Source: an optimization exercise on an open RTL-to-GDS flow (aim: small area, a short achievable clock period and few clock cycles per item). Production flows keep margins and buffers that such runs may drop. RTL that was checked went through simulation tests only; none was proved equivalent to the original. No functional check of the RTL was part of runs 2 to 6.

<file path="design/flow/run.sh">
#!/bin/bash
# synth_recipe.tcl (not shown) runs the flow's synth.tcl, then flattens the netlist and writes it again
# the make line also repeats each setting of config.mk as NAME=value (left out here)
make -C /OpenROAD-flow-scripts/flow DESIGN_CONFIG=/design/flow/config.mk WORK_HOME=/design/flow/orfs CLKGATE_MAP_FILE= SYNTH_SCRIPT=/design/flow/synth_recipe.tcl finish
</file>
<file path="design/flow/config.mk">
export PLATFORM = sky130hd
export DESIGN_NAME = medfilter2
export DESIGN_NICKNAME = medfilter2
export VERILOG_FILES = /design/flow/design.v
export SDC_FILE = /design/flow/constraint.sdc
export NUM_CORES = 4
export LEC_CHECK = 0
export CAP_MARGIN = 20
export CORE_MARGIN = 2
export CORE_UTILIZATION = 40
export SLEW_MARGIN = 20
</file>
<file path="design/flow/constraint.sdc">
create_clock -name core_clock -period 5.5 [get_ports {CLK}]
set_input_delay 1.1000 -clock core_clock [delete_from_list [all_inputs] [get_ports {CLK}]]
set_output_delay 1.1000 -clock core_clock [all_outputs]
set_load 0.01 [all_outputs]
</file>
<file path="design/flow/design.v">
`timescale 1ns / 1ps
module counter_ctrl(
  CLK,
  RSTn,
  start_sig,   
  nxt_pix_sig,      
  cols,                          
  column_addr_sig,  
  row_addr_sig,    
  pix_done_sig  
    );
  input CLK;
  input RSTn;
  input start_sig;
  input nxt_pix_sig;
  input [9:0] cols;
  output pix_done_sig;  
  output [9:0] column_addr_sig;    
  output [9:0] row_addr_sig;   
  reg isCtrlDone;
  reg [17:0] imk;    
  reg [9:0] row_addr;   
  reg [9:0] column_addr;    
  reg start_sig_d;
  wire start_sig_rising_vld;
   always @ (posedge CLK or negedge RSTn)  
    if (!RSTn)
        start_sig_d <= 0;
     else 
        start_sig_d <= start_sig;
  assign start_sig_rising_vld = start_sig & (~start_sig_d);
  always @ (posedge CLK or negedge RSTn) 
    if (!RSTn)
       begin  
        imk <= 18'b0; 
        column_addr <= 10'b0; 
        row_addr <= 10'b0;
        isCtrlDone <= 1'b0;    
        end
     else if (start_sig_rising_vld)
       begin  
        imk <= 18'b1; 
        column_addr <= 10'b1; 
        row_addr <= 10'b1;
        isCtrlDone <= 1'b1;    
        end    
     else if ( nxt_pix_sig )
       begin  
          imk <= imk + 1'b1;
          row_addr <= imk / cols + 1;   
          column_addr <= imk % cols + 1;   
        isCtrlDone <= 1'b1; 
        end
     else isCtrlDone <= 1'b0;    
  assign row_addr_sig = row_addr;
  assign column_addr_sig = column_addr;
  assign pix_done_sig = isCtrlDone;
endmodule
`timescale 1ns / 1ps
module win3by3_gen(
  CLK,
  RSTn,
  center_pix_sig,
  cols,    
  rows,
  rom_data_win,    
  column_addr_sig,     
  row_addr_sig,          
  rom_addr_sig,             
  data_out0,            
  data_out1,
  data_out2,
  data_out3,
  data_out4,
  data_out5,
  data_out6,
  data_out7,
  data_out8,
  win_data_done_sig             
    );
  input CLK;
  input RSTn;
  input [7:0] rom_data_win;
  input [9:0] cols;
  input [9:0] rows;
  input center_pix_sig;  
  input [9:0] column_addr_sig;
  input [9:0] row_addr_sig;
  output [7:0] data_out0;            
  output [7:0] data_out1;
  output [7:0] data_out2;
  output [7:0] data_out3;
  output [7:0] data_out4;
  output [7:0] data_out5;
  output [7:0] data_out6;
  output [7:0] data_out7;
  output [7:0] data_out8;
  output [17:0] rom_addr_sig;
  output win_data_done_sig;
  reg [9:0] m;
  always @ ( posedge CLK or negedge RSTn )
    if ( !RSTn )
       m <= 10'd1;
     else if (  center_pix_sig )
       m <= row_addr_sig[9:0];
  reg [9:0] n;
  always @ ( posedge CLK or negedge RSTn )
    if ( !RSTn )
       n <= 10'd1;
     else if (  center_pix_sig )
       n <= column_addr_sig[9:0];
  reg [3:0] i;
  reg isWinDone;
  reg [17:0] rom_addr;
  reg [7:0] a11;
  reg [7:0] a12;
  reg [7:0] a13;
  reg [7:0] a21;
  reg [7:0] a22;
  reg [7:0] a23;
  reg [7:0] a31;
  reg [7:0] a32;
  reg [7:0] a33;
reg get_9point_vld;
always @ ( posedge CLK or negedge RSTn )
    if (!RSTn)
           get_9point_vld <= 1'b0;
     else if ( center_pix_sig )
            get_9point_vld <= 1'b1;
     else if ( i==4'd10 )
            get_9point_vld <= 1'b0;
always @ ( posedge CLK or negedge RSTn )
    if ( !RSTn )
           isWinDone <= 1'b0;
     else if ( i==4'd10 )
            isWinDone <= 1'b1;
     else
            isWinDone <= 1'b0;
always @ ( posedge CLK or negedge RSTn )
    if ( !RSTn )
           i <= 4'd0;
     else if (i == 4'd10)
            i <= 4'd0;
     else if ( get_9point_vld )
            i <= i + 1'b1;
always @ ( posedge CLK or negedge RSTn )
    if (!RSTn)
            rom_addr <= 0;
     else if ( get_9point_vld)
       case (i)
          4'd0:
            if(!(m==1 || n==1)) rom_addr <= (m-2)*cols + (n-1) -1;
          4'd1:
          if(!(m==1 )) rom_addr <= (m-2)*cols + n -1;
          4'd2:
            if(!(m==1 || n==cols)) rom_addr <= (m-2)*cols + (n+1) -1;
          4'd3:
            if(!(n==1)) rom_addr <= (m-1)*cols + (n-1) -1;
          4'd4:
            rom_addr <= (m-1)*cols + n -1;
          4'd5:
            if(!(n==cols)) rom_addr <= (m-1)*cols + (n+1) -1;
          4'd6:
            if(!(m==cols || n==1)) rom_addr <= m*cols + (n-1) -1;
          4'd7:
            if(!(m==cols)) rom_addr <= m*cols + n -1;
          4'd8:
            if(!(m==cols || n==cols)) rom_addr <= m*cols + (n+1) -1;
          default:;
        endcase
always @ ( posedge CLK or negedge RSTn )
    if (!RSTn)
       begin
          a11 <= 0;
          a12 <= 0;
          a13 <= 0;
          a21 <= 0;
          a22 <= 0;
          a23 <= 0;
          a31 <= 0;
          a32 <= 0;
          a33 <= 0;
        end
     else if ( get_9point_vld )
       case (i)
          4'd2:
          if ( m==1 || n==1 )
                a11 <= 0;
          else
                a11 <= rom_data_win;
          4'd3:
          if ( m==1 )  a12 <= 0;
          else a12 <= rom_data_win;
          4'd4:
          if ( m==1 || n==cols ) a13 <= 0;
          else a13 <= rom_data_win;
          4'd5:
          if ( n==1 ) a21 <= 0;
          else  a21 <= rom_data_win;
          4'd6:
          a22 <= rom_data_win;
          4'd7:
          if ( n==cols ) a23 <= 0;
          else a23 <= rom_data_win;
          4'd8:
          if ( m==cols || n==1 ) a31 <= 0;
          else a31 <= rom_data_win;
          4'd9:
          if ( m==cols ) a32 <= 0;
          else a32 <= rom_data_win;
          4'd10:
          if ( m==cols || n==cols ) a33 <= 0;
          else a33 <= rom_data_win;
          default:;
      endcase
  assign win_data_done_sig = isWinDone;
  assign rom_addr_sig = rom_addr;
  assign data_out0 = a11;
  assign data_out1 = a12;
  assign data_out2 = a13;
  assign data_out3 = a21;
  assign data_out4 = a22;
  assign data_out5 = a23;
  assign data_out6 = a31;
  assign data_out7 = a32;
  assign data_out8 = a33;
endmodule
`timescale 1ns / 1ps
module medfilter3by3(
  CLK,
  RSTn,
  win_data_sig,   
  medfilt_done_sig,    
  data_in0,         
  data_in1,
  data_in2,
  data_in3,
  data_in4,
  data_in5,
  data_in6,
  data_in7,
  data_in8,
  medfilt_data_out     
    );
  input CLK;
  input RSTn;
  input win_data_sig;
  input [7:0] data_in0;        
  input [7:0] data_in1;
  input [7:0] data_in2;
  input [7:0] data_in3;
  input [7:0] data_in4;
  input [7:0] data_in5;
  input [7:0] data_in6;
  input [7:0] data_in7;
  input [7:0] data_in8;
  output medfilt_done_sig;
  output [7:0] medfilt_data_out;
  reg [7:0] a11;
  reg [7:0] a12;
  reg [7:0] a13;
  reg [7:0] a21;
  reg [7:0] a22;
  reg [7:0] a23;
  reg [7:0] a31;
  reg [7:0] a32;
  reg [7:0] a33;
  reg [7:0] b11;
  reg [7:0] b12;
  reg [7:0] b13;
  reg [7:0] b21;
  reg [7:0] b22;
  reg [7:0] b23;
  reg [7:0] b31;
  reg [7:0] b32;
  reg [7:0] b33;
  reg [7:0] c11;
  reg [7:0] c12;
  reg [7:0] c13;
  reg [7:0] c21;
  reg [7:0] c22;
  reg [7:0] c23;
  reg [7:0] c31;
  reg [7:0] c32;
  reg [7:0] c33;
  reg [2:0] i;
  reg [7:0] medfilt_data;
  reg filt_done;
  reg cal_vld;
always @ ( posedge CLK or negedge RSTn )
    if (!RSTn)
      begin
            a11 <= 0;
            a12 <= 0;
            a13 <= 0;
            a21 <= 0;
            a22 <= 0;
            a23 <= 0;
            a31 <= 0;
            a32 <= 0;
            a33 <= 0;
        end
     else if (win_data_sig)
       begin
            a11 <= data_in0;
            a12 <= data_in1;
            a13 <= data_in2;
            a21 <= data_in3;
            a22 <= data_in4;
            a23 <= data_in5;
            a31 <= data_in6;
            a32 <= data_in7;
            a33 <= data_in8;
        end
  always @ ( posedge CLK or negedge RSTn )
    if (!RSTn)
            i <= 3'd0;
     else if( cal_vld & ( i!=3 ) )
            i <= i + 1;
     else 
            i <= 0;
  always @ ( posedge CLK or negedge RSTn )
    if (!RSTn)
            cal_vld <= 1'b0;
     else if( win_data_sig )
            cal_vld <= 1'b1;
     else if( i==3'd3 )
            cal_vld <= 0;            
  always @ ( posedge CLK or negedge RSTn )
    if (!RSTn)
       begin
        filt_done <= 1'b0;
        b11 <= 0;
        b12 <= 0;
        b13 <= 0;
        b21 <= 0;
        b22 <= 0;
        b23 <= 0;
        b31 <= 0;
        b32 <= 0;
        b33 <= 0;
        c11 <= 0;
        c12 <= 0;
        c13 <= 0;
        c21 <= 0;
        c22 <= 0;
        c23 <= 0;
        c31 <= 0;
        c32 <= 0;
        c33 <= 0;
        medfilt_data <= 0;
        end
     else if( cal_vld )
       case(i)
          3'd0:
            begin
             b11 <= max(a11, a21, a31); 
             b12 <= max(a12, a22, a32); 
             b13 <= max(a13, a23, a33);
             b21 <= med(a11, a21, a31); 
             b22 <= med(a12, a22, a32); 
             b23 <= med(a13, a23, a33);
             b31 <= min(a11, a21, a31); 
             b32 <= min(a12, a22, a32); 
             b33 <= min(a13, a23, a33);
            end
          3'd1:
            begin
             c31 <= max(b31, b32, b33);
             c22 <= med(b21, b22, b23);
             c13 <= min(b11, b12, b13); 
             end
          3'd2:
             begin
             medfilt_data <= med(c13, c22, c31);
             filt_done<=1'b1;
             end
          3'd3:
             filt_done <= 1'b0; 
            default:;
        endcase
function [7:0] max; 
  input [7:0] a, b, c;
  begin
    max = (((a >= b) ? a : b) >= c ) ?  ((a >= b) ? a : b) : c;
  end
endfunction
function [7:0] med;
  input [7:0] a, b, c;
  begin
     med = a < b ? (b < c ? b : a < c ? c : a) : (b > c ? b : a > c ? c : a);
  end
endfunction
function [7:0] min;
  input [7:0] a, b, c;
  begin
     min= (((a <= b) ? a : b) <= c ) ?  ((a <= b) ? a : b) : c;
  end
endfunction
  assign medfilt_data_out = medfilt_data;
  assign medfilt_done_sig = filt_done;
endmodule
`timescale 1ns / 1ps
module medfilter2  
(
  CLK, 
  RSTn,
  Start_sig,
  Done_sig,
  Data_out,
  Rom_addr,
  Rom_data
);
  input CLK;
  input RSTn;
  input Start_sig;
  output Done_sig;
  output [7:0] Data_out;
  output [17:0] Rom_addr;
  input [7:0] Rom_data;
  wire [7:0] rom_data; 
  wire [17:0] rom_addr; 
  wire [7:0] data_out0;       
  wire [7:0] data_out1;
  wire [7:0] data_out2;
  wire [7:0] data_out3;
  wire [7:0] data_out4;
  wire [7:0] data_out5;
  wire [7:0] data_out6;
  wire [7:0] data_out7;
  wire [7:0] data_out8;
  wire win_done_sig;
  wire win_start_sig;
  wire [2:0] pixel;
 wire [9:0] column_addr_sig;
 wire [9:0] row_addr_sig;
  win3by3_gen win3by3_gen_inst (
  .CLK(CLK), 
  .RSTn(RSTn),
  .center_pix_sig(win_start_sig), 
  .cols(10'd512),    
  .rows(10'd512),    
  .rom_data_win(rom_data),     
  .column_addr_sig(column_addr_sig),  
  .row_addr_sig(row_addr_sig),      
  .rom_addr_sig(rom_addr), 
  .data_out0(data_out0),    
  .data_out1(data_out1),
  .data_out2(data_out2),
  .data_out3(data_out3),
  .data_out4(data_out4),
  .data_out5(data_out5),
  .data_out6(data_out6),
  .data_out7(data_out7),
  .data_out8(data_out8),
  .win_data_done_sig(win_done_sig)  
    );
  counter_ctrl counter_ctrl_inst(
  .CLK(CLK),
  .RSTn(RSTn),
  .start_sig(Start_sig),   
  .nxt_pix_sig(win_done_sig),   
  .cols(10'd512), 
  .column_addr_sig(column_addr_sig),  
  .row_addr_sig(row_addr_sig),     
  .pix_done_sig(win_start_sig)     
  );
 wire medfilt_done_sig;
 wire [7:0] medfilt_data_wire;
 medfilter3by3 medfilter3by3_inst
(
  .CLK(CLK),
  .RSTn(RSTn), 
  .win_data_sig(win_done_sig),   
  .medfilt_done_sig(medfilt_done_sig),
  .data_in0(data_out0),       
  .data_in1(data_out1),
  .data_in2(data_out2),
  .data_in3(data_out3),
  .data_in4(data_out4),
  .data_in5(data_out5),
  .data_in6(data_out6),
  .data_in7(data_out7),
  .data_in8(data_out8),
  .medfilt_data_out(medfilt_data_wire)      
); 
 wire Done_sig;
 wire [7:0] Data_out;
 assign Done_sig = medfilt_done_sig;
 assign Data_out = medfilt_data_wire;
 assign Rom_addr = rom_addr;
 assign rom_data = Rom_data;
endmodule
</file>
==> results of run 1 <==
metrics by stage:
step,cell area [µm²],setup WS [ns]
after floorplan,26500,0.885
after global placement,27800,0.474
after global routing,29300,0.109
final,29300,0.440
after detailed placement,27800,0.337
after CTS,29300,0.311
layer usage:
layer	vias to the layer above	track usage, %
li1	10588	-
met1	10697	30.9
met2	583	40.2
met3	151	2.94
met4	0	7.94
met5	-	0
cells by family after synthesis:
group	Yosys count	share of synthesized area [%]
flops	328	31.0
simple gates	732	12.5
fa+ha+maj	340	16.1
compound gates	769	18.7
mux	296	12.1
xor+xnor	142	4.69
buf+inv	344	4.91
repair_timing:
item	4_1_cts	5_1_grt
buffers inserted	0	0
endpoints found under the hold margin	0	0
setup endpoints to repair	0	1
resized for setup	0	1
flip-flops by register name, indices dropped and copies added, names as in the netlist, 10 cells and up:
signal	cells
counter_ctrl_inst.imk	18
win3by3_gen_inst.rom_addr	18
counter_ctrl_inst.row_addr	10
win3by3_gen_inst.m	10
win3by3_gen_inst.n	10
cells in the mapped netlist, types with 11 or more instances:
library cell  instances
o22ai_1              22
ha_1                338
mux2_2              190
a211oi_1             16
nor3_1               21
nand2b_1             37
nand4_1              41
o221ai_1             27
and3_1               21
buf_1                11
a31oi_1              12
clkbuf_1             77
xnor2_1              85
a21oi_1             155
nor2_1              161
inv_1               251
o21ai_1              14
o21bai_1             17
dfrtp_1             326
o21ai_0             236
xor2_1               57
a21o_1               80
mux2i_1             106
o21a_1               50
nor2b_1              32
a31o_2               12
o211ai_1             15
a22o_1               18
nand2_1             339
nand3_1              43
o2111ai_1            14
layout make-up:
cell class / instances / area [µm²] / area share, %
clock buffers: 59 / 1230 / 4.18
clock inverters: 14 / 199 / 0.679
inverters: 253 / 950 / 3.24
multi-input cells: 2279 / 17000 / 58.1
flip-flops and latches: 328 / 8210 / 28.0
well taps: 864 / 1080 / 3.69
repair buffers: 64 / 623 / 2.13
final timing paths:
| kind | from | end | slack [ns] | cells after the start |
|---|---|---|---|---|
| setup / recovery | win3by3_gen_inst.n[2]$_DFFE_PN0P_ | win3by3_gen_inst.rom_addr[17]$_DFFE_PN0P_ | 0.44 | 19 |
| hold / removal | RSTn | medfilter3by3_inst.a22[1]$_DFFE_PN0P_ | 0.38 | 1 |
| setup reg to reg | win3by3_gen_inst.n[2]$_DFFE_PN0P_ | win3by3_gen_inst.rom_addr[17]$_DFFE_PN0P_ | 0.44 | 19 |
| hold reg to reg | win3by3_gen_inst.a23[4]$_DFFE_PN0P_ | medfilter3by3_inst.a23[4]$_DFFE_PN0P_ | 0.47 | 2 |
| max in group asynchronous | RSTn | win3by3_gen_inst.a13[2]$_DFFE_PN0P_ | 3.88 | 3 |
| min in group core_clock | win3by3_gen_inst.a23[4]$_DFFE_PN0P_ | medfilter3by3_inst.a23[4]$_DFFE_PN0P_ | 0.47 | 2 |
==> out/results.txt, run 1 <==
outcome: complete, no violations
Placer Congestion: 0.950
minimum clock period: 5.06 ns
largest cells by area after synthesis: dfrtp_1 (31%), ha_1 (16%), mux2_2 (8.1%)
Routed Antenna Nets: 0
period utilization: 92.0%
area share of the leading cell type in the synthesized netlist: 30.8%
initial antenna violation count: 0
clock tree buffer depth: 3
Critical Path Source Type: register
final hold viol count: 0
Initial DRC Count: 1501
Net Count, Synth: 3302
CP bufs+invs: 2
met3 wire length: 3530 µm
clk_skew: 0.0279 ns
IO Pins: 38
Inst Count DP: 3787
Worst setup EP type: register
CP delay by family, top: compound AO/OA/AOI/OAI gates
CTS tree: done
H-tree level count: 2
site row count: 94
Port Buffer Count: 37
Max Cap Viol: 0
chain of cells forming the critical path: inv_1 -> ha_1 -> nand2_1 -> nand2_1 -> a21boi_1 -> nand3_1 -> xnor2_1 -> xnor2_1 -> inv_1 -> ha_1 -> a2111o_1 -> nor2_1 -> a32oi_1 -> a31o_2 -> a21oi_1 -> o22ai_1 -> mux2i_1 -> or4_1 -> o32a_1
crit-path max cell delay: 0.52 ns
kind of critical path: reg -> reg
final std cells w/o fill: 3861
die height: 261 µm
# DRC: 0
Max Fclk: 0.198 GHz
Layout fillers: 6368
Post-Syn Area: 0.0265 mm²
DR WL/cell: 20.9 µm
Total GRT Usage: 23.6%
Final setup viols: 0
Slew Limit Headroom: 31.7%
Synth async-reset ratio: 100%
slowest CP cell: or4_1
root cell of the clock tree: clkbuf_16
sequential share of the synthesized area: 31.0%
most frequent cells in the layout: nand2_1 (338), ha_1 (338), dfrtp_1 (325)
Post-synth EDFFs: 0
RSZ-0062 raised after global routing: false
area grow syn2layout: 10.6%
post-layout util: 44.7%
first-pass GRT wire length: 127000 µm
die footprint: 0.0683 mm²
Yosys reg bits: 328
crit-path max FO: 7
Initial Utilization: 40.4%
grt total ovfl: 0
chip width: 261 µm
largest net degree at the start of global routing: 123
hold_buf cts: 0
share of cells above drive strength 1: 10.8%
setup TNS: 0 ns
Yosys Warn Count: 3
Syn Inst Count: 2951
core area: 0.0656 mm²
# diodes: 0
CTS Sinks: 328
Slew @ Worst Pin: 1.02 ns
Pre-antenna DRT Iters: 6
via count: 22019
vias in the first global route: 22073
Avg Inst Size Synth: 8.98 µm²
Distinct cells, synth: 81
Layout Nets: 3319
DR top layer: met4
worst path arrival time: 5.51 ns
main flop type after synthesis: dfrtp_1
Worst EP required: 5.95 ns
insertion delay to the later sink of the worst-skew pair: 0.59 ns
routed wl met2: 38500 µm
M1 WL: 35800 µm
dominant cell type by area after synthesis: dfrtp_1
Tightest Hold Check Type: in -> async
CTS Buf Count: 42
Final Max Slew Viols: 0
Vias/cell: 5.70
worst hold slack: 0.379 ns
Final Routed Wirelength: 80700 µm
Post-DP HPWL: 62300 µm
Worst-path clk slew: 0.07 ns
Testbench counts, summed over its fixed seeds: cycles 10,223,631, items 786,432.
==> run 2, diff against run 1 <==
==> design/flow/design.v (replaced) <==
`timescale 1ns / 1ps
module medfilter2
(
  CLK,
  RSTn,
  Start_sig,
  Done_sig,
  Data_out,
  Rom_addr,
  Rom_data
);
  input CLK;
  input RSTn;
  input Start_sig;
  output Done_sig;
  output [7:0] Data_out;
  output [17:0] Rom_addr;
  input [7:0] Rom_data;
  reg       start_d;
  reg       run;
  reg [1:0] ph;        
  reg       z;         
  reg       first;     
  reg [8:0] rowA;
  reg [8:0] colA;
  reg       zq;        
  reg       done;
  wire start = Start_sig & ~start_d;
  always @(posedge CLK or negedge RSTn)
    if (!RSTn)
      start_d <= 1'b0;
    else
      start_d <= Start_sig;
  always @(posedge CLK or negedge RSTn)
    if (!RSTn) begin
      run   <= 1'b0;
      ph    <= 2'd0;
      z     <= 1'b0;
      first <= 1'b0;
      rowA  <= 9'd0;
      colA  <= 9'd0;
      zq    <= 1'b0;
      done  <= 1'b0;
    end else if (start) begin
      run   <= 1'b1;
      ph    <= 2'd0;
      z     <= 1'b1;
      first <= 1'b1;
      rowA  <= 9'd511;
      colA  <= 9'd0;
      zq    <= 1'b1;
      done  <= 1'b0;
    end else if (run) begin
      ph <= (ph == 2'd2) ? 2'd0 : ph + 2'd1;
      if (ph == 2'd2) begin
        if (z) begin
          z    <= 1'b0;
          rowA <= rowA - 9'd2;
        end else if (colA == 9'd511) begin
          z    <= 1'b1;
          colA <= 9'd0;
          rowA <= rowA - 9'd1;
        end else begin
          colA <= colA + 9'd1;
          rowA <= rowA - 9'd2;
        end
      end else
        rowA <= rowA + 9'd1;
      zq   <= z | (ph == 2'd0 && rowA == 9'd511) | (ph == 2'd2 && rowA == 9'd0);
      done <= (ph == 2'd0) & ~first & ~(~z & colA == 9'd3);
      if (ph == 2'd0 && !z && colA == 9'd2)
        first <= 1'b0;
    end
  assign Rom_addr = {rowA, colA};
  assign Done_sig = done;
  wire g0 = (ph == 2'd0);
  wire g1 = (ph == 2'd1);
  wire g2 = (ph == 2'd2);
  reg [7:0] s0, s1, s2, s3, s4, s5, s6, s7, s8, s9, s10;
  reg [7:0] r0, r1, r2;
  reg [7:0] dout;
  wire swa = (g0 | g1) & (s0 < s1);
  wire swb = g2 & (s2 < s3);
  wire gab = s10 > s7;
  wire gac = s10 > s4;
  wire gbc = s7 > s4;
  wire oa = g0 ? (gab & gac)   : g1 ? (gab ^ gac)    : (~gab & ~gac);
  wire ob = g0 ? (~gab & gbc)  : g1 ? ~(gab ^ gbc)   : (gab & ~gbc);
  wire oc = g0 ? (~gac & ~gbc) : g1 ? (gac ^ gbc)    : (gac & gbc);
  wire [7:0] op3 = ({8{oa}} & s10) | ({8{ob}} & s7) | ({8{oc}} & s4);
  wire fab = r2 > r1;
  wire fac = r2 > r0;
  wire fbc = r1 > r0;
  wire [7:0] fmed = ({8{fab ^ fac}} & r2) | ({8{~(fab ^ fbc)}} & r1) | ({8{fac ^ fbc}} & r0);
  always @(posedge CLK) begin
    s0  <= Rom_data & {8{~zq}};
    s1  <= swa ? s1 : s0;
    s2  <= swa ? s0 : s1;
    s3  <= swb ? s3 : s2;
    s4  <= swb ? s2 : s3;
    s5  <= s4;
    s6  <= s5;
    s7  <= s6;
    s8  <= s7;
    s9  <= s8;
    s10 <= s9;
    r0  <= op3;
    r1  <= r0;
    r2  <= r1;
    dout <= fmed;
  end
  assign Data_out = dout;
endmodule
==> run 2 against run 1 <==
Against the previous run:
- die area shrank 75%
- routed wire length decreased by 85%
- register-to-register slack gained 2.1 ns
- synthesized area decreased by 76%
- synthesized cell count shrank 79%
- highest routed layer unchanged
- first-iteration DRC count decreased by 81%
- hold slack lost 0.054 ns
- critical path depth decreased by 7
- critical endpoint is now rowA[7]$_DFFE_PN0P_
==> out/results.txt, run 2 <==
Post-synth EDFFs: 16 (+16)
sequential share of the synthesized area: 50.5% (+19 points)
H-tree level count: 4 (+2)
Pre-antenna DRT Iters: 5 (-1)
r2r setup slk: 2.54 ns (+2.10 ns)
first-pass GRT wire length: 20800 µm (-84%)
RR Endpoint: rowA[7]$_DFFE_PN0P_
root cell of the clock tree: clkbuf_16
Worst EP required: 5.78 ns (-0.17 ns)
Max Cap Viol: 0 (unchanged)
largest net degree at the start of global routing: 27 (-78%)
Tightest Hold Check Type: reg -> reg
IO Pins: 38 (unchanged)
Total GRT Usage: 15.5% (-8.1 points)
Net Count, Synth: 690 (-79%)
clock tree buffer depth: 2 (-1)
hold_buf cts: 0 (unchanged)
Synth async-reset ratio: 17.8% (-82 points)
area grow syn2layout: 18.5%
Yosys Warn Count: 1 (-2)
core area: 0.0157 mm² (-76%)
FF-to-FF Start: colA[0]$_DFFE_PN0P_
# diodes: 0 (unchanged)
site row count: 46 (-51%)
# DRC: 0 (unchanged)
Distinct cells, synth: 56 (-31%)
most frequent cells in the layout: dfxtp_1 (104), ha_1 (72), inv_1 (64)
largest cells by area after synthesis: dfxtp_1 (33%), ha_1 (14%), dfrtp_1 (10%)
Layout Nets: 733 (-78%)
chip width: 130 µm (-50%)
Final Routed Wirelength: 12000 µm (-85%)
Avg Inst Size Synth: 10.5 µm² (+17%)
Worst-path clk slew: 0.06 ns (about the same)
die footprint: 0.0169 mm² (-75%)
CTS tree: done
Gates resized, CTS repair: 0 (unchanged)
worst slack, placed: 2.57 ns (+2.23 ns)
clk_skew: 0.0113 ns (-0.0166 ns)
commonest non-fill, non-tap cell in the layout: dfxtp_1
crit-path max FO: 9 (+2)
Slew Limit Headroom: 46.7% (+15 points)
kind of critical path: reg -> reg
Worst setup EP type: register
CTS Buf Count: 17 (-60%)
RSZ-0062 raised after global routing: false
Initial Utilization: 40.5% (+0.13 points)
# Post-CTS Setup Buffers: 0 (unchanged)
Post-Syn Area: 0.00636 mm² (-76%)
most frequent cell after synthesis: dfxtp_1
grt total ovfl: 0 (unchanged)
slowest CP cell: dfrtp_1
setup TNS: 0 ns (unchanged)
Post-DP HPWL: 8810 µm (-86%)
Critical Path Most Common Cell: and3_1
Max Fclk: 0.338 GHz (+71%)
Critical Path End: rowA[7]$_DFFE_PN0P_
CTS Sinks: 146 (-55%)
setup ws final: 2.54 ns (+2.10 ns)
Syn Inst Count: 607 (-79%)
Slew @ Worst Pin: 0.799 ns (-0.226 ns)
main flop type after synthesis: dfxtp_1
Worst R2R Path Depth: 12 (-7)
share of cells above drive strength 1: 8.14% (-2.7 points)
die height: 130 µm (-50%)
chain of cells forming the critical path: ha_1 -> and3_1 -> and3_1 -> and3_1 -> ha_1 -> nand2b_1 -> o21ai_0 -> nor4_1 -> a21o_1 -> nand2_1 -> xor2_1 -> nand2_1
final std cells w/o fill: 879 (-77%)
final hold viol count: 0 (unchanged)
WP depth: 12 (-7)
Critical Path Source Type: register
CP startpoint: colA[0]$_DFFE_PN0P_
Final setup viols: 0 (unchanged)
Inst Count DP: 847 (-78%)
Initial DRC Count: 278 (-81%)
Routed Antenna Nets: 0 (unchanged)
worst hold slack: 0.325 ns (-0.0538 ns)
period utilization: 53.8% (-38 points)
Placer Congestion: 0.825 (-13%)
Port Buffer Count: 37 (unchanged)
CP bufs+invs: 0 (-2)
crit-path max cell delay: 0.44 ns (-0.08 ns)
insertion delay to the later sink of the worst-skew pair: 0.42 ns (-0.17 ns)
Vias/cell: 5.16 (-9.4%)
initial antenna violation count: 0 (unchanged)
DR WL/cell: 13.6 µm (-35%)
CP delay by family, top: simple AND/OR/NAND/NOR gates
vias in the first global route: 4516 (-80%)
commonest cells in the netlist: dfxtp_1 (104), ha_1 (72), inv_1 (64)
Yosys reg bits: 146 (-55%)
dominant cell type by area after synthesis: dfxtp_1
Layout fillers: 1433 (-77%)
via count: 4540 (-79%)
Final Max Slew Viols: 0 (unchanged)
worst path arrival time: 3.24 ns (-2.27 ns)
minimum clock period: 2.96 ns (-2.10 ns)
Largest regs: colA: 9 flops, rowA: 9 flops
area share of the leading cell type in the synthesized netlist: 32.7% (+1.9 points)
outcome: complete, no violations
==> run 2: cell types whose count changed in the layout (fill, tap and decap cells not counted), moves of 81 or more <==
cell / previous run / this run
xnor2_1: 85 / 4
nor2_1: 161 / 31
o21ai_0: 236 / 40
nand2_1: 338 / 33
ha_1: 338 / 72
dfxtp_1: 0 / 104
dfrtp_1: 325 / 26
inv_1: 251 / 64
mux2i_1: 106 / 4
a21oi_1: 155 / 27
mux2_2: 190 / 16
==> run 2: stage by stage <==
step	cell area [µm²]	util [%]
after CTS	7540	48.0
after global placement	6950	44.2
after detailed placement	6950	44.2
final	7540	48.0
after floorplan	6360	-
after global routing	7540	48.0
==> run 2: logic make-up (layout without fill, tap and decap cells) <==
| kind of cell | count (synthesis) | after routing | synth area share [%] |
|---|---|---|---|
| AND/OR/NAND/NOR | 152 | 152 | 12.2 |
| flip-flops | 146 | 146 | 50.5 |
| multiplexers | 20 | 20 | 3.46 |
| adder cells (fa/ha/maj) | 72 | 72 | 14.2 |
| buffers and inverters | 78 | 134 | 4.74 |
| AO/OA/AOI/OAI | 130 | 130 | 13.7 |
| XOR/XNOR | 9 | 9 | 1.24 |
==> run 2: cell type report <==
class	count	area (µm²)	area share, %
Tap cell	216	270	3.58
Clock buffer	24	526	6.97
Clock inverter	8	63.8	0.846
Inverter	64	240	3.19
Timing Repair Buffer	38	378	5.01
Multi-Input combinational cell	383	2850	37.8
Sequential cell	146	3210	42.6
==> run 2: worst min path at each step <==
stage | to | from | cells after the start
after floorplan | s10[0]$_DFF_P_ | s9[0]$_DFF_P_ | 0
after global placement | s9[1]$_DFF_P_ | s8[1]$_DFF_P_ | 0
after detailed placement | s7[4]$_DFF_P_ | s6[4]$_DFF_P_ | 0
after CTS | s7[5]$_DFF_P_ | s6[5]$_DFF_P_ | 0
after global routing | s10[4]$_DFF_P_ | s9[4]$_DFF_P_ | 0
final | s7[5]$_DFF_P_ | s6[5]$_DFF_P_ | 0
==> run 2: per-layer routing <==
metal / vias up / part of all wire (%) / GRT usage, %
li1: 2274 / - / -
met2: 81 / 50 / 25.5
met1: 2171 / 46 / 19.3
met5: - / 0 / 0
met3: 14 / 3.1 / 4.59
met4: 0 / 1.4 / 5.63
==> run 2: worst register-to-register path: cells and delay by family (launching register included) <==
kind,cells,cell delay [ns]
AOI/OAI and AO/OA,2,0.39
xor gates and xnor gates,1,0.17
adders and majority gates,2,0.46
DFF,1,0.44
and+or+nand+nor,7,1.36
==> run 3, diff against run 2 <==
--- a/design/flow/design.v
+++ b/design/flow/design.v
@@ -31,6 +31,10 @@
       start_d <= 1'b0;
     else
       start_d <= Start_sig;
+  reg       eor;       
+  wire [8:0] row_inc  = rowA + 9'd1;
+  wire [8:0] row_dec1 = rowA - 9'd1;
+  wire [8:0] row_dec2 = {rowA[8:1] - 8'd1, rowA[0]};
   always @(posedge CLK or negedge RSTn)
     if (!RSTn) begin
       run   <= 1'b0;
@@ -41,6 +45,7 @@
       colA  <= 9'd0;
       zq    <= 1'b0;
       done  <= 1'b0;
+      eor   <= 1'b0;
     end else if (start) begin
       run   <= 1'b1;
       ph    <= 2'd0;
@@ -50,23 +55,18 @@
       colA  <= 9'd0;
       zq    <= 1'b1;
       done  <= 1'b0;
+      eor   <= 1'b0;
     end else if (run) begin
-      ph <= (ph == 2'd2) ? 2'd0 : ph + 2'd1;
-      if (ph == 2'd2) begin
-        if (z) begin
-          z    <= 1'b0;
-          rowA <= rowA - 9'd2;
-        end else if (colA == 9'd511) begin
-          z    <= 1'b1;
-          colA <= 9'd0;
-          rowA <= rowA - 9'd1;
-        end else begin
+      ph  <= {ph[0], ~ph[1] & ~ph[0]};
+      eor <= ~z & (colA == 9'd511);
+      if (ph[1]) begin
+        z    <= eor;
+        rowA <= eor ? row_dec1 : row_dec2;
+        if (!z)
           colA <= colA + 9'd1;
-          rowA <= rowA - 9'd2;
-        end
       end else
-        rowA <= rowA + 9'd1;
-      zq   <= z | (ph == 2'd0 && rowA == 9'd511) | (ph == 2'd2 && rowA == 9'd0);
+        rowA <= row_inc;
+      zq   <= z | (ph == 2'd0 && rowA == 9'd511) | (ph[1] && rowA == 9'd0);
       done <= (ph == 2'd0) & ~first & ~(~z & colA == 9'd3);
       if (ph == 2'd0 && !z && colA == 9'd2)
         first <= 1'b0;
--- a/design/flow/config.mk
+++ b/design/flow/config.mk
@@ -8,4 +8,5 @@
 export CAP_MARGIN = 20
 export CORE_MARGIN = 2
 export CORE_UTILIZATION = 40
+export SETUP_SLACK_MARGIN = 3.3
 export SLEW_MARGIN = 20
==> run 3 against run 2 <==
Against the previous run:
- synthesized area increased by 0.47%
- non-clock buffer count up 32
- hold slack worse by 0.0047 ns
- sequential share of layout area decreased by 2.9 points
- critical path depth is 3 lower
==> out/results.txt, run 3 <==
chip width: 130 µm (+0.23%)
Tightest Hold Check Type: reg -> reg
Net Count, Synth: 690 (unchanged)
Synth Area in Adders: 14.1% (-0.066 points)
site row count: 46 (unchanged)
clock tree buffer depth: 2 (unchanged)
area share of the leading cell type in the synthesized netlist: 32.6% (-0.15 points)
Post-DP HPWL: 8820 µm (+0.13%)
main flop type after synthesis: dfxtp_1
IO Pins: 38 (unchanged)
largest family of logic cells by synthesized area: adder cells
Slew @ Worst Pin: 0.642 ns (-0.157 ns)
Critical Path Source Type: register
minimum clock period: 2.49 ns (-0.470 ns)
Routed Antenna Nets: 0 (unchanged)
setup TNS: 0 ns (unchanged)
die footprint: 0.0170 mm² (+0.45%)
dominant cell type by area after synthesis: dfxtp_1
Final Max Slew Viols: 0 (unchanged)
# diodes: 0 (unchanged)
Yosys reg bits: 147 (+0.68%)
RSZ-0062 raised after global routing: true
Layout Nets: 766 (+4.5%)
Post-synth EDFFs: 16 (unchanged)
most frequent cells in the layout: dfxtp_1 (90), ha_1 (64), inv_1 (61)
largest cells by area after synthesis: dfxtp_1 (33%), ha_1 (14%), dfrtp_1 (11%)
Synth Area in Compound Gates: 12.4% (-1.3 points)
M2 GR Usage: 28.0% (+2.4 points)
Syn Inst Count: 607 (unchanged)
Placer Congestion: 0.911 (+10%)
Total GRT Usage: 16.4% (+0.87 points)
cell area after placement: 0.00697 mm² (+0.32%)
crit-path max FO: 7 (-2)
Synth async-reset ratio: 18.4% (+0.56 points)
Final Routed Wirelength: 13500 µm (+13%)
Top Usage Layer GRT: met2
outcome: complete, no violations
root cell of the clock tree: clkbuf_16
CTS tree: done
Slew Limit Headroom: 57.1% (+10 points)
setup ws final: 3.01 ns (+0.470 ns)
M1 GR Usage: 19.8% (+0.48 points)
commonest cells in the netlist: dfxtp_1 (104), ha_1 (72), inv_1 (65)
Final Cell Area: 0.00826 mm² (+9.6%)
CTS Sinks: 147 (+0.68%)
share of cells above drive strength 1: 25.1% (+17 points)
worst hold stages: 0 (unchanged)
kind of critical path: reg -> reg
most frequent cell after synthesis: dfxtp_1
Post-Synth Simple-Gate Area: 12.3% (+0.079 points)
Max Fclk: 0.402 GHz (+19%)
Worst EP required: 5.78 ns (about the same)
Max Cap Viol: 0 (unchanged)
vias in the first global route: 4671 (+3.4%)
area grow syn2layout: 29.2%
Initial Utilization: 40.6% (+0.043 points)
Inst Count DP: 848 (+0.12%)
# DRC: 0 (unchanged)
Avg Inst Size Synth: 10.5 µm² (+0.47%)
Yosys Warn Count: 1 (unchanged)
via count: 4598 (+1.3%)
worst slack, placed: 2.71 ns (+0.143 ns)
multiplexer share of the synthesized area: 3.29% (-0.17 points)
final std cells w/o fill: 912 (+3.8%)
commonest non-fill, non-tap cell in the layout: dfxtp_1
grt total ovfl: 0 (unchanged)
sequential share of the synthesized area: 50.6% (+0.15 points)
Port Buffer Count: 37 (unchanged)
die height: 130 µm (+0.23%)
Synth Area in XOR/XNOR: 2.33% (+1.1 points)
final hold viol count: 0 (unchanged)
initial antenna violation count: 0 (unchanged)
Initial DRC Count: 198 (-29%)
Post-Syn Area: 0.00639 mm² (+0.47%)
clk_skew: 0.0110 ns (-0.000308 ns)
Worst-path clk slew: 0.06 ns (about the same)
Worst R2R Path Depth: 9 (-3)
Final setup viols: 0 (unchanged)
insertion delay to the later sink of the worst-skew pair: 0.42 ns (about the same)
first-pass GRT wire length: 21800 µm (+5.2%)
met3 usage in global routing: 4.48% (-0.11 points)
Pre-antenna DRT Iters: 5 (unchanged)
worst path arrival time: 2.77 ns (-0.47 ns)
CTS Buf Count: 17 (unchanged)
core area: 0.0158 mm² (+0.37%)
period utilization: 45.2% (-8.5 points)
largest net degree at the start of global routing: 28 (+3.7%)
Largest regs: colA: 9 flops, rowA: 9 flops
Worst setup EP type: register
H-tree level count: 4 (unchanged)
DR WL/cell: 14.8 µm (+8.9%)
Distinct cells, synth: 52 (-7.1%)
Vias/cell: 5.04 (-2.4%)
-- run 3: final timing paths --
kind                                start                  end  slack, ns
max                        s10[1]$_DFF_P_        r0[6]$_DFF_P_       3.01
min                         s6[7]$_DFF_P_        s7[7]$_DFF_P_       0.32
max reg2reg                s10[1]$_DFF_P_        r0[6]$_DFF_P_       3.01
min reg2reg                 s6[7]$_DFF_P_        s7[7]$_DFF_P_       0.32
max in group asynchronous            RSTn    ph[1]$_DFFE_PN0P_       4.14
min in group asynchronous            RSTn  colA[7]$_DFFE_PN0P_       1.06
-- run 3: critical path, cell delays in order (launching register included) --
cell and delay (ns):
dfxtp_2 0.39, ha_4 0.22, nor2b_4 0.12, o211ai_1 0.33
a211oi_2 0.15, or2_4 0.32, and2b_2 0.24, a221oi_4 0.31
buf_12 0.17, o221ai_2 0.10
-- run 3: layout make-up --
class,count,area [µm²]
fillers,1384,7510
multi-input cells,381,3280
flip-flops and latches,147,3280
repair buffers,70,614
clock buffers,18,429
well taps,216,270
inverters,66,250
clock inverters,14,141
-- run 3: what timing repair did --
action / 4_1_cts / 5_1_grt
gates resized for setup: 106 / 53
setup endpoints to repair: 73 / 55
pin swaps: 24 / 18
hold endpoints to repair: 0 / 0
hold buffers: 0 / 0
setup buffers: 27 / 5
-- run 3: per-stage QoR --
stage	utilization, %	hold WS, ns
6_report	52.4	0.320
5_1_grt	52.4	0.331
4_1_cts	51.1	0.323
3_5_place_dp	44.2	0.312
3_3_place_gp	44.2	0.310
2_1_floorplan	-	0.310
-- run 3: metal layers --
| metal | share of wire [%] | up-vias |
|---|---|---|
| met3 | 3.2 | 16 |
| met1 | 43 | 2197 |
| li1 | - | 2294 |
| met5 | 0 | - |
| met2 | 52 | 91 |
| met4 | 1.9 | 0 |
-- run 3: logic make-up (layout without fill, tap and decap cells) --
kind of cell	Yosys count	in the layout
AOI/OAI and AO/OA	116	116
muxes	19	19
adders and majority gates	72	72
and+or+nand+nor	157	157
buffers and inverters	79	168
xor gates and xnor gates	17	17
DFF	147	147
==> run 4, diff against run 3 <==
--- a/design/flow/config.mk
+++ b/design/flow/config.mk
@@ -8,5 +8,4 @@
 export CAP_MARGIN = 20
 export CORE_MARGIN = 2
 export CORE_UTILIZATION = 40
-export SETUP_SLACK_MARGIN = 3.3
 export SLEW_MARGIN = 20
==> run 4 against run 3 <==
Against the previous run:
- still clean
- clock-buffer cell count grew 2
- routed wire length shrank 10%
- final cell count shrank 3.5%
- clock skew shrank 0.0035 ns
- die area is the same
- sequential share of layout area grew 3.2 points
- first-iteration DRC count grew 8.1%
==> out/results.txt, run 4 <==
outcome: complete, no violations
largest net degree at the start of global routing: 28 (unchanged)
FF-to-FF Start: ph[1]$_DFFE_PN0P_
Yosys reg bits: 147 (unchanged)
clock tree buffer depth: 2 (unchanged)
grt total ovfl: 0 (unchanged)
Largest regs: colA: 9 flops, rowA: 9 flops
multiplexer share of the synthesized area: 3.29% (unchanged)
Worst EP required: 5.63 ns (-0.15 ns)
first-pass GRT wire length: 20800 µm (-4.6%)
Tightest Hold Check Type: reg -> reg
most frequent cells in the layout: dfxtp_1 (104), ha_1 (72), inv_1 (65)
share of cells above drive strength 1: 8.43% (-17 points)
Synth async-reset ratio: 18.4% (unchanged)
area grow syn2layout: 18.2%
largest family of logic cells by synthesized area: adder cells
Layout Nets: 734 (-4.2%)
IO Pins: 38 (unchanged)
Avg Inst Size Synth: 10.5 µm² (unchanged)
Syn Inst Count: 607 (unchanged)
Net Count, Synth: 690 (unchanged)
Post-synth EDFFs: 16 (unchanged)
Final setup viols: 0 (unchanged)
main flop type after synthesis: dfxtp_1
FF/Latch Area: 0.00324 mm² (-1.2%)
M2 GR Usage: 26.6% (-1.3 points)
Synth Area in Adders: 14.1% (unchanged)
clk_skew: 0.00743 ns (-0.00355 ns)
commonest cells in the netlist: dfxtp_1 (104), ha_1 (72), inv_1 (65)
CTS tree: done
M1 GR Usage: 18.2% (-1.6 points)
minimum clock period: 2.85 ns (+0.367 ns)
Slew @ Worst Pin: 0.984 ns (+0.342 ns)
hold_buf cts: 0 (unchanged)
root cell of the clock tree: clkbuf_16
area share of the leading cell type in the synthesized netlist: 32.6% (unchanged)
met3 usage in global routing: 4.03% (-0.45 points)
H-tree level count: 4 (unchanged)
Max Fclk: 0.350 GHz (-13%)
via count: 4403 (-4.2%)
Top Usage Layer GRT: met2
final hold viol count: 0 (unchanged)
site row count: 46 (unchanged)
Critical Path Source Type: register
Worst-path clk slew: 0.06 ns (about the same)
chip width: 130 µm (unchanged)
Post-DP HPWL: 8930 µm (+1.2%)
Layout fillers: 1471 (+6.3%)
largest cells by area after synthesis: dfxtp_1 (33%), ha_1 (14%), dfrtp_1 (11%)
Max Cap Viol: 0 (unchanged)
Slew Limit Headroom: 34.3% (-23 points)
worst hold stages: 0 (unchanged)
crit-path max FO: 20 (+13)
Gates resized, CTS repair: 0 (-100%)
Total GRT Usage: 15.6% (-0.78 points)
initial antenna violation count: 0 (unchanged)
Port Buffer Count: 37 (unchanged)
Placer Congestion: 0.903 (-0.81%)
worst path arrival time: 2.98 ns (+0.21 ns)
# Post-CTS Setup Buffers: 0 (-100%)
Routed Antenna Nets: 0 (unchanged)
Initial Utilization: 40.6% (unchanged)
# DRC: 0 (unchanged)
die height: 130 µm (unchanged)
Synth Area in XOR/XNOR: 2.33% (unchanged)
CP startpoint: ph[1]$_DFFE_PN0P_
Post-Syn Area: 0.00639 mm² (unchanged)
die footprint: 0.0170 mm² (unchanged)
most frequent cell after synthesis: dfxtp_1
setup ws final: 2.65 ns (-0.367 ns)
DR WL/cell: 13.8 µm (-6.9%)
kind of critical path: reg -> reg
r2r setup slk: 2.65 ns (-0.37 ns)
core area: 0.0158 mm² (unchanged)
commonest non-fill, non-tap cell in the layout: dfxtp_1
Synth Area in Compound Gates: 12.4% (unchanged)
Worst setup EP type: register
Worst R2R Path Depth: 5 (-4)
setup TNS: 0 ns (unchanged)
dominant cell type by area after synthesis: dfxtp_1
Final Max Slew Viols: 0 (unchanged)
Initial DRC Count: 214 (+8.1%)
RR Endpoint: s3[4]$_DFFE_PN_
Distinct cells, synth: 52 (unchanged)
# diodes: 0 (unchanged)
CTS Buf Count: 17 (unchanged)
RSZ-0062 raised after global routing: false
sequential share of the synthesized area: 50.6% (unchanged)
CTS Sinks: 147 (unchanged)
vias in the first global route: 4542 (-2.8%)
Critical Path End: s3[4]$_DFFE_PN_
period utilization: 51.9% (+6.7 points)
insertion delay to the later sink of the worst-skew pair: 0.42 ns (about the same)
worst slack, placed: 2.68 ns (-0.0270 ns)
Yosys Warn Count: 1 (unchanged)
Multi-input gate area: 0.00284 mm² (-13%)
Vias/cell: 5.00 (-0.76%)
Final Routed Wirelength: 12100 µm (-10%)
Pre-antenna DRT Iters: 4 (-1)
Post-Synth Simple-Gate Area: 12.3% (unchanged)
run 4: cell counts after synthesis:
Identical to the previous run, type by type.
run 4: metrics by stage:
step | instance area, µm² | hold slack, ns | instances | utilization [%]
floorplan | 6390 | 0.310 | 607 | -
global placement | 6970 | 0.310 | 848 | 44.2
detailed placement | 6970 | 0.312 | 848 | 44.2
CTS | 7560 | 0.326 | 880 | 47.9
global route | 7560 | 0.332 | 880 | 47.9
finish | 7560 | 0.325 | 880 | 47.9
run 4: critical path: stages (launching register included):
cell      delay, ns
dfrtp_1        0.78
clkinv_1       0.51
or3_1          0.49
nor3_1         0.16
a21o_1         0.37
inv_1          0.25
run 4: final cells by class:
| cell class | count | area share (%) |
|---|---|---|
| inverter | 66 | 3.28 |
| tap | 216 | 3.58 |
| timing repair buffer | 38 | 5.00 |
| multi-input combinational | 381 | 37.6 |
| sequential | 147 | 42.9 |
| clock inverter | 12 | 1.52 |
| clock buffer | 20 | 6.18 |
run 4: per-layer routing:
layer / vias to the layer above / share of wire [%]
li1: 2222 / -
met1: 2078 / 45
met2: 79 / 49
met3: 24 / 3.5
met4: 0 / 2.5
met5: - / 0
run 4: worst min-delay path by stage:
stage / start / to / slack, ns
3_3_place_gp: s6[4]$_DFF_P_ / s7[4]$_DFF_P_ / 0.31
5_1_grt: s5[1]$_DFF_P_ / s6[1]$_DFF_P_ / 0.33
2_1_floorplan: s9[0]$_DFF_P_ / s10[0]$_DFF_P_ / 0.31
3_5_place_dp: s6[0]$_DFF_P_ / s7[0]$_DFF_P_ / 0.31
6_report: s8[0]$_DFF_P_ / s9[0]$_DFF_P_ / 0.33
4_1_cts: s6[0]$_DFF_P_ / s7[0]$_DFF_P_ / 0.33
run 4: kinds of logic (layout without fill, tap and decap cells):
kind of cell	Yosys count	in the layout
compound gates	116	116
xor+xnor	17	17
fa+ha+maj	72	72
buf+inv	79	136
flops	147	147
mux	19	19
simple gates	157	157
==> run 5, diff against run 4 <==
--- a/design/flow/design.v
+++ b/design/flow/design.v
@@ -79,19 +79,29 @@
   reg [7:0] s0, s1, s2, s3, s4, s5, s6, s7, s8, s9, s10;
   reg [7:0] r0, r1, r2;
   reg [7:0] dout;
-  wire swa = (g0 | g1) & (s0 < s1);
-  wire swb = g2 & (s2 < s3);
-  wire gab = s10 > s7;
-  wire gac = s10 > s4;
-  wire gbc = s7 > s4;
+  wire swa = (g0 | g1) & gt8(s1, s0);
+  wire swb = g2 & gt8(s3, s2);
+  wire gab = gt8(s10, s7);
+  wire gac = gt8(s10, s4);
+  wire gbc = gt8(s7, s4);
   wire oa = g0 ? (gab & gac)   : g1 ? (gab ^ gac)    : (~gab & ~gac);
   wire ob = g0 ? (~gab & gbc)  : g1 ? ~(gab ^ gbc)   : (gab & ~gbc);
   wire oc = g0 ? (~gac & ~gbc) : g1 ? (gac ^ gbc)    : (gac & gbc);
   wire [7:0] op3 = ({8{oa}} & s10) | ({8{ob}} & s7) | ({8{oc}} & s4);
-  wire fab = r2 > r1;
-  wire fac = r2 > r0;
-  wire fbc = r1 > r0;
+  wire fab = gt8(r2, r1);
+  wire fac = gt8(r2, r0);
+  wire fbc = gt8(r1, r0);
   wire [7:0] fmed = ({8{fab ^ fac}} & r2) | ({8{~(fab ^ fbc)}} & r1) | ({8{fac ^ fbc}} & r0);
+  function gt8;
+    input [7:0] a, b;
+    reg [7:0] g, p;
+    begin
+      g = a & ~b;
+      p = a | ~b;
+      gt8 = g[7] | p[7] & (g[6] | p[6] & (g[5] | p[5] & (g[4] | p[4] &
+            (g[3] | p[3] & (g[2] | p[2] & (g[1] | p[1] & g[0]))))));
+    end
+  endfunction
   always @(posedge CLK) begin
     s0  <= Rom_data & {8{~zq}};
     s1  <= swa ? s1 : s0;
--- a/design/flow/config.mk
+++ b/design/flow/config.mk
@@ -8,4 +8,5 @@
 export CAP_MARGIN = 20
 export CORE_MARGIN = 2
 export CORE_UTILIZATION = 40
+export SETUP_SLACK_MARGIN = 3.3
 export SLEW_MARGIN = 20
==> run 5 against run 4 <==
Against the previous run:
- synthesized cell count fell by 6.4%
- still clean on timing, DRC and antenna
- sequential share of layout area is 0.44 points lower
- clock-buffer cell count up 3
- final area rose by 2.1%
- flip-flop and latch count unchanged
- synthesized area fell by 5.9%
- setup slack better by 0.22 ns
- hold slack got worse by 0.0032 ns
==> out/results.txt, run 5 <==
outcome: complete, no violations
site row count: 44 (-4.3%)
Final Routed Wirelength: 12200 µm (+0.64%)
Avg Inst Size Synth: 10.6 µm² (+0.59%)
clk_skew: 0.00784 ns (+0.000409 ns)
die footprint: 0.0160 mm² (-5.7%)
Final Max Slew Viols: 0 (unchanged)
Final setup viols: 0 (unchanged)
root cell of the clock tree: clkbuf_16
Largest regs: colA: 9 flops, rowA: 9 flops
final hold viol count: 0 (unchanged)
Post-Syn Area: 0.00602 mm² (-5.9%)
Inst Count DP: 778 (-8.3%)
period utilization: 47.9% (-4.0 points)
Max Cap Viol: 0 (unchanged)
setup TNS: 0 ns (unchanged)
post-layout util: 52.7% (+4.8 points)
die height: 127 µm (-2.9%)
CTS tree: done
Layout fillers: 1295 (-12%)
Post-DP HPWL: 7830 µm (-12%)
chip width: 127 µm (-2.9%)
dominant cell type by area after synthesis: dfxtp_1
Multi-input gate area: 0.00281 mm² (-1.1%)
initial antenna violation count: 0 (unchanged)
area grow syn2layout: 28.1%
# diodes: 0 (unchanged)
grt total ovfl: 0 (unchanged)
most frequent cell after synthesis: dfxtp_1
sequential share of the synthesized area: 53.8% (+3.2 points)
Final Cell Area: 0.00771 mm² (+2.1%)
Yosys reg bits: 147 (unchanged)
Initial Utilization: 41.1% (+0.55 points)
IO Pins: 38 (unchanged)
Slew @ Worst Pin: 0.559 ns (-0.425 ns)
Initial DRC Count: 256 (+20%)
clock tree buffer depth: 2 (unchanged)
Synth async-reset ratio: 18.4% (unchanged)
largest cells by area after synthesis: dfxtp_1 (35%), dfrtp_1 (11%), edfxtp_1 (8.0%)
H-tree level count: 4 (unchanged)
Worst-path clk slew: 0.06 ns (about the same)
kind of critical path: reg -> reg
Critical Path Source Type: register
DR WL/cell: 14.5 µm (+4.9%)
Net Count, Synth: 589 (-15%)
Syn Inst Count: 568 (-6.4%)
commonest cells in the netlist: dfxtp_1 (104), inv_1 (44), nor2_1 (43)
largest net degree at the start of global routing: 28 (unchanged)
FF/Latch Area: 0.00327 mm² (+1.0%)
share of cells above drive strength 1: 24.4% (+16 points)
area share of the leading cell type in the synthesized netlist: 34.6% (+2.0 points)
Slew Limit Headroom: 62.6% (+28 points)
minimum clock period: 2.64 ns (-0.218 ns)
hold_buf cts: 0 (unchanged)
main flop type after synthesis: dfxtp_1
Worst EP required: 5.81 ns (+0.18 ns)
Routed Antenna Nets: 0 (unchanged)
Post-synth EDFFs: 16 (unchanged)
Layout Nets: 668 (-9.0%)
most frequent cells in the layout: dfxtp_1 (89), inv_1 (42), nor2_1 (40)
final std cells w/o fill: 844 (-4.1%)
# DRC: 0 (unchanged)
Vias/cell: 5.25 (+5.0%)
commonest non-fill, non-tap cell in the layout: dfxtp_1
CTS Sinks: 147 (unchanged)
Distinct cells, synth: 70 (+35%)
via count: 4435 (+0.73%)
core area: 0.0146 mm² (-7.1%)
first-pass GRT wire length: 20300 µm (-2.6%)
vias in the first global route: 4355 (-4.1%)
Yosys Warn Count: 1 (unchanged)
insertion delay to the later sink of the worst-skew pair: 0.42 ns (about the same)
Port Buffer Count: 37 (unchanged)
cell area after placement: 0.00665 mm² (-4.7%)
worst path arrival time: 2.95 ns (-0.03 ns)
Total GRT Usage: 15.8% (+0.26 points)
RSZ-0062 raised after global routing: true
Placer Congestion: 0.871 (-3.6%)
Pre-antenna DRT Iters: 5 (+1)
Max Fclk: 0.379 GHz (+8.3%)
CTS Buf Count: 17 (unchanged)
Worst setup EP type: register
crit-path max FO: 7 (-65%)
Tightest Hold Check Type: reg -> reg
## run 5: final cells by class
cell class | count | area share (%)
well taps | 184 | 2.98
clock buffers | 23 | 6.76
clock inverters | 9 | 1.17
repair buffers | 72 | 7.93
flip-flops and latches | 147 | 42.4
inverters | 46 | 2.30
multi-input cells | 363 | 36.4
## run 5: final timing paths
| kind | start | end | slack [ns] | cells past startpoint |
|---|---|---|---|---|
| max | s1[0]$_DFFE_PP_ | s2[1]$_DFF_P_ | 2.86 | 9 |
| min | s9[3]$_DFF_P_ | s10[3]$_DFF_P_ | 0.32 | 0 |
| max reg2reg | s1[0]$_DFFE_PP_ | s2[1]$_DFF_P_ | 2.86 | 9 |
| min reg2reg | s9[3]$_DFF_P_ | s10[3]$_DFF_P_ | 0.32 | 0 |
| max in group asynchronous | RSTn | rowA[8]$_DFFE_PN0P_ | 4.17 | 2 |
| min in group asynchronous | RSTn | colA[5]$_DFFE_PN0P_ | 1.05 | 2 |
## run 5: cell families (layout without fill, tap and decap cells)
logic type	Yosys count	count (layout)	synth area share [%]
flops	147	147	53.8
mux	19	19	3.78
buf+inv	58	150	3.70
xor+xnor	18	18	2.62
fa+ha+maj	25	25	4.74
compound gates	116	116	14.9
simple gates	185	185	16.4
## run 5: per-stage QoR
step	hold slack [ns]	worst slack, ns
final	0.322	2.86
after global routing	0.321	2.76
after CTS	0.326	2.87
after detailed placement	0.312	2.82
after global placement	0.310	2.82
after floorplan	0.310	2.99
## run 5: repair_timing
action | CTS | global route
pin swaps | 32 | 13
resized for setup | 78 | 34
setup buffers | 31 | 3
setup endpoints to repair | 76 | 53
## run 5: critical path, stage by stage (launching register included)
cell      delay, ns
edfxtp_1       0.39
nand2b_4       0.06
maj3_2         0.31
maj3_2         0.31
maj3_2         0.33
o221ai_4       0.16
a21oi_2        0.08
maj3_2         0.35
nor2_8         0.21
mux2_4         0.32
## run 5: layer usage
| metal | GRT usage (%) | vias to the layer above | wire length [µm] |
|---|---|---|---|
| met5 | 0 | - | 0 |
| met2 | 26.3 | 92 | 6020 |
| li1 | - | 2178 | - |
| met4 | 7.82 | 0 | 267 |
| met1 | 19.4 | 2144 | 5530 |
| met3 | 3.75 | 21 | 401 |
==> run 6, diff against run 5 <==
--- a/design/flow/config.mk
+++ b/design/flow/config.mk
@@ -8,5 +8,4 @@
 export CAP_MARGIN = 20
 export CORE_MARGIN = 2
 export CORE_UTILIZATION = 40
-export SETUP_SLACK_MARGIN = 3.3
 export SLEW_MARGIN = 20
==> run 6 against run 5 <==
Against the previous run:
- still clean
- non-clock buffer count down 34
- flip-flop and latch count unchanged
- largest cell class unchanged
- highest routed layer unchanged
==> out/results.txt, run 6 <==
dominant cell type by area after synthesis: dfxtp_1
Pre-antenna DRT Iters: 4 (-1)
Worst R2R Path Depth: 9 (unchanged)
period utilization: 50.6% (+2.7 points)
Final Routed Wirelength: 11200 µm (-7.9%)
Worst Min Path Start: s8[2]$_DFF_P_
die height: 127 µm (unchanged)
outcome: complete, no violations
final std cells w/o fill: 810 (-4.0%)
Max Fclk: 0.359 GHz (-5.3%)
Placer Congestion: 0.783 (-10%)
crit-path max cell delay: 0.39 ns (about the same)
Final Cell Area: 0.00715 mm² (-7.3%)
setup ws final: 2.72 ns (-0.147 ns)
kind of critical path: reg -> reg
insertion delay to the later sink of the worst-skew pair: 0.42 ns (about the same)
# Post-CTS Setup Buffers: 0 (-100%)
Worst setup EP type: register
first-pass GRT wire length: 19500 µm (-3.8%)
crit-path max FO: 8 (+1)
Synth async-reset ratio: 18.4% (unchanged)
Final setup viols: 0 (unchanged)
Layout Nets: 634 (-5.1%)
worst slack, placed: 2.77 ns (-0.0508 ns)
Distinct cells, synth: 70 (unchanged)
Post-Syn Area: 0.00602 mm² (unchanged)
clock tree buffer depth: 2 (unchanged)
Total GRT Usage: 15.2% (-0.65 points)
RSZ-0062 raised after global routing: false
final hold viol count: 0 (unchanged)
Slew Limit Headroom: 38.6% (-24 points)
core area: 0.0146 mm² (unchanged)
DR WL/cell: 13.9 µm (-4.1%)
Worst EP required: 5.81 ns (about the same)
Syn Inst Count: 568 (unchanged)
commonest non-fill, non-tap cell in the layout: dfxtp_1
Inst Count DP: 778 (unchanged)
Max Cap Viol: 0 (unchanged)
Critical Path Source Type: register
most frequent cell after synthesis: dfxtp_1
Vias/cell: 5.20 (-1.0%)
sequential share of the synthesized area: 53.8% (unchanged)
commonest cells in the netlist: dfxtp_1 (104), inv_1 (44), nor2_1 (43)
Largest regs: colA: 9 flops, rowA: 9 flops
vias in the first global route: 4239 (-2.7%)
area share of the leading cell type in the synthesized netlist: 34.6% (unchanged)
slowest CP cell: a221o_1
CTS Sinks: 147 (unchanged)
Tightest Hold Check Type: reg -> reg
minimum clock period: 2.78 ns (+0.147 ns)
worst hold stages: 0 (unchanged)
Final Max Slew Viols: 0 (unchanged)
Yosys reg bits: 147 (unchanged)
# DRC: 0 (unchanged)
H-tree level count: 4 (unchanged)
chain of cells forming the critical path: nand2b_1 -> maj3_2 -> a221oi_1 -> a2111oi_0 -> o221a_2 -> nor2_1 -> mux2i_1 -> o211ai_1 -> a221o_1
initial antenna violation count: 0 (unchanged)
via count: 4212 (-5.0%)
CP bufs+invs: 0 (unchanged)
root cell of the clock tree: clkbuf_16
Initial DRC Count: 178 (-30%)
CTS tree: done
CTS Buf Count: 17 (unchanged)
Yosys Warn Count: 1 (unchanged)
grt total ovfl: 0 (unchanged)
Net Count, Synth: 589 (unchanged)
CP delay by family, top: compound AO/OA/AOI/OAI gates
most frequent cells in the layout: dfxtp_1 (104), inv_1 (44), nor2_1 (43)
hold_buf cts: 0 (unchanged)
chip width: 127 µm (unchanged)
Initial Utilization: 41.1% (unchanged)
RR Endpoint: r0[0]$_DFF_P_
die footprint: 0.0160 mm² (unchanged)
Post-DP HPWL: 7790 µm (-0.57%)
Avg Inst Size Synth: 10.6 µm² (unchanged)
share of cells above drive strength 1: 9.74% (-15 points)
r2r setup slk: 2.72 ns (-0.15 ns)
largest cells by area after synthesis: dfxtp_1 (35%), dfrtp_1 (11%), edfxtp_1 (8.0%)
Worst-path clk slew: 0.06 ns (about the same)
Routed Antenna Nets: 0 (unchanged)
Post-synth EDFFs: 16 (unchanged)
cell area after placement: 0.00658 mm² (-1.0%)
largest net degree at the start of global routing: 28 (unchanged)
Gates resized, CTS repair: 0 (-100%)
main flop type after synthesis: dfxtp_1
Layout fillers: 1354 (+4.6%)
Port Buffer Count: 37 (unchanged)
area grow syn2layout: 18.7%
worst path arrival time: 3.09 ns (+0.14 ns)
site row count: 44 (unchanged)
# diodes: 0 (unchanged)
Hold EP: s9[2]$_DFF_P_
IO Pins: 38 (unchanged)
FF-to-FF Start: s4[0]$_DFF_P_
clk_skew: 0.00812 ns (+0.000285 ns)
setup TNS: 0 ns (unchanged)
Slew @ Worst Pin: 0.919 ns (+0.360 ns)
==> run 6: cell families after synthesis <==
logic type | count (synthesis) | synth area share [%]
simple gates | 185 | 16.4
flops | 147 | 53.8
compound gates | 116 | 14.9
buf+inv | 58 | 3.70
fa+ha+maj | 25 | 4.74
mux | 19 | 3.78
xor+xnor | 18 | 2.62
==> run 6: how the worst max path moves through the flow <==
stage / cells after the start / to / start
finish: 9 / r0[0]$_DFF_P_ / s4[0]$_DFF_P_
global route: 9 / r0[7]$_DFF_P_ / s4[0]$_DFF_P_
CTS: 1 / Rom_addr[11] / rowA[2]$_DFFE_PN0P_
detailed placement: 9 / s3[1]$_DFFE_PP_ / s3[0]$_DFFE_PP_
global placement: 9 / r0[0]$_DFF_P_ / s4[0]$_DFF_P_
floorplan: 9 / s3[0]$_DFFE_PP_ / s3[0]$_DFFE_PP_
==> run 6: layer usage <==
layer / vias up / track usage (%) / wire, µm / share of wire, %
li1: 2108 / - / - / -
met1: 2018 / 18.3 / 5220 / 46
met2: 69 / 25.2 / 5450 / 48
met3: 17 / 4.64 / 389 / 3.5
met4: 0 / 6.59 / 178 / 1.6
met5: - / 0 / 0 / 0
==> run 6: final cells by class <==
| type | instances | area (µm²) | share of cell area [%] |
|---|---|---|---|
| repair buffers | 38 | 378 | 5.29 |
| well taps | 184 | 230 | 3.22 |
| clock buffers | 19 | 433 | 6.06 |
| clock inverters | 13 | 138 | 1.93 |
| inverters | 46 | 173 | 2.42 |
| multi-input cells | 363 | 2560 | 35.8 |
| flip-flops and latches | 147 | 3240 | 45.3 |
==> run 6: through the flow <==
stage / util, % / hold WS, ns
after CTS: 48.8 / 0.326
final: 48.8 / 0.321
after global placement: 44.9 / 0.310
after detailed placement: 44.9 / 0.312
after floorplan: - / 0.310
after global routing: 48.8 / 0.329

## re-timing with driven ports
How much do the figures lean on ideal ports? The routed layouts below were timed once more, with nothing changed but the port constraints.
Step 1: set_driving_cell puts a clkbuf_16 on CLK and a buf_2 on each other input, an assumption about the parent block.
Step 2 times the ports against the registers' clock, not the clock port: input delays grow and output delays shrink by t, the midpoint of the rising clock arrivals with the driver on.
a / b / c = no drivers / after step 1 / after step 2; a / b = the first two.
run	t, ns	setup slack, ns	worst data-port slew with drivers (ns)
run 1	0.642	0.440 / 0.440 / 0.440	0.06
run 2	0.455	2.543 / 2.543 / 2.543	0.03
run 3	0.454	3.012 / 3.012 / 3.012	0.03
run 4	0.456	2.645 / 2.645 / 2.645	0.04
run 5	0.463	2.863 / 2.863 / 2.863	0.03
run 6	0.459	2.716 / 2.716 / 2.716	0.03
After both steps setup and hold are still met in every run listed.
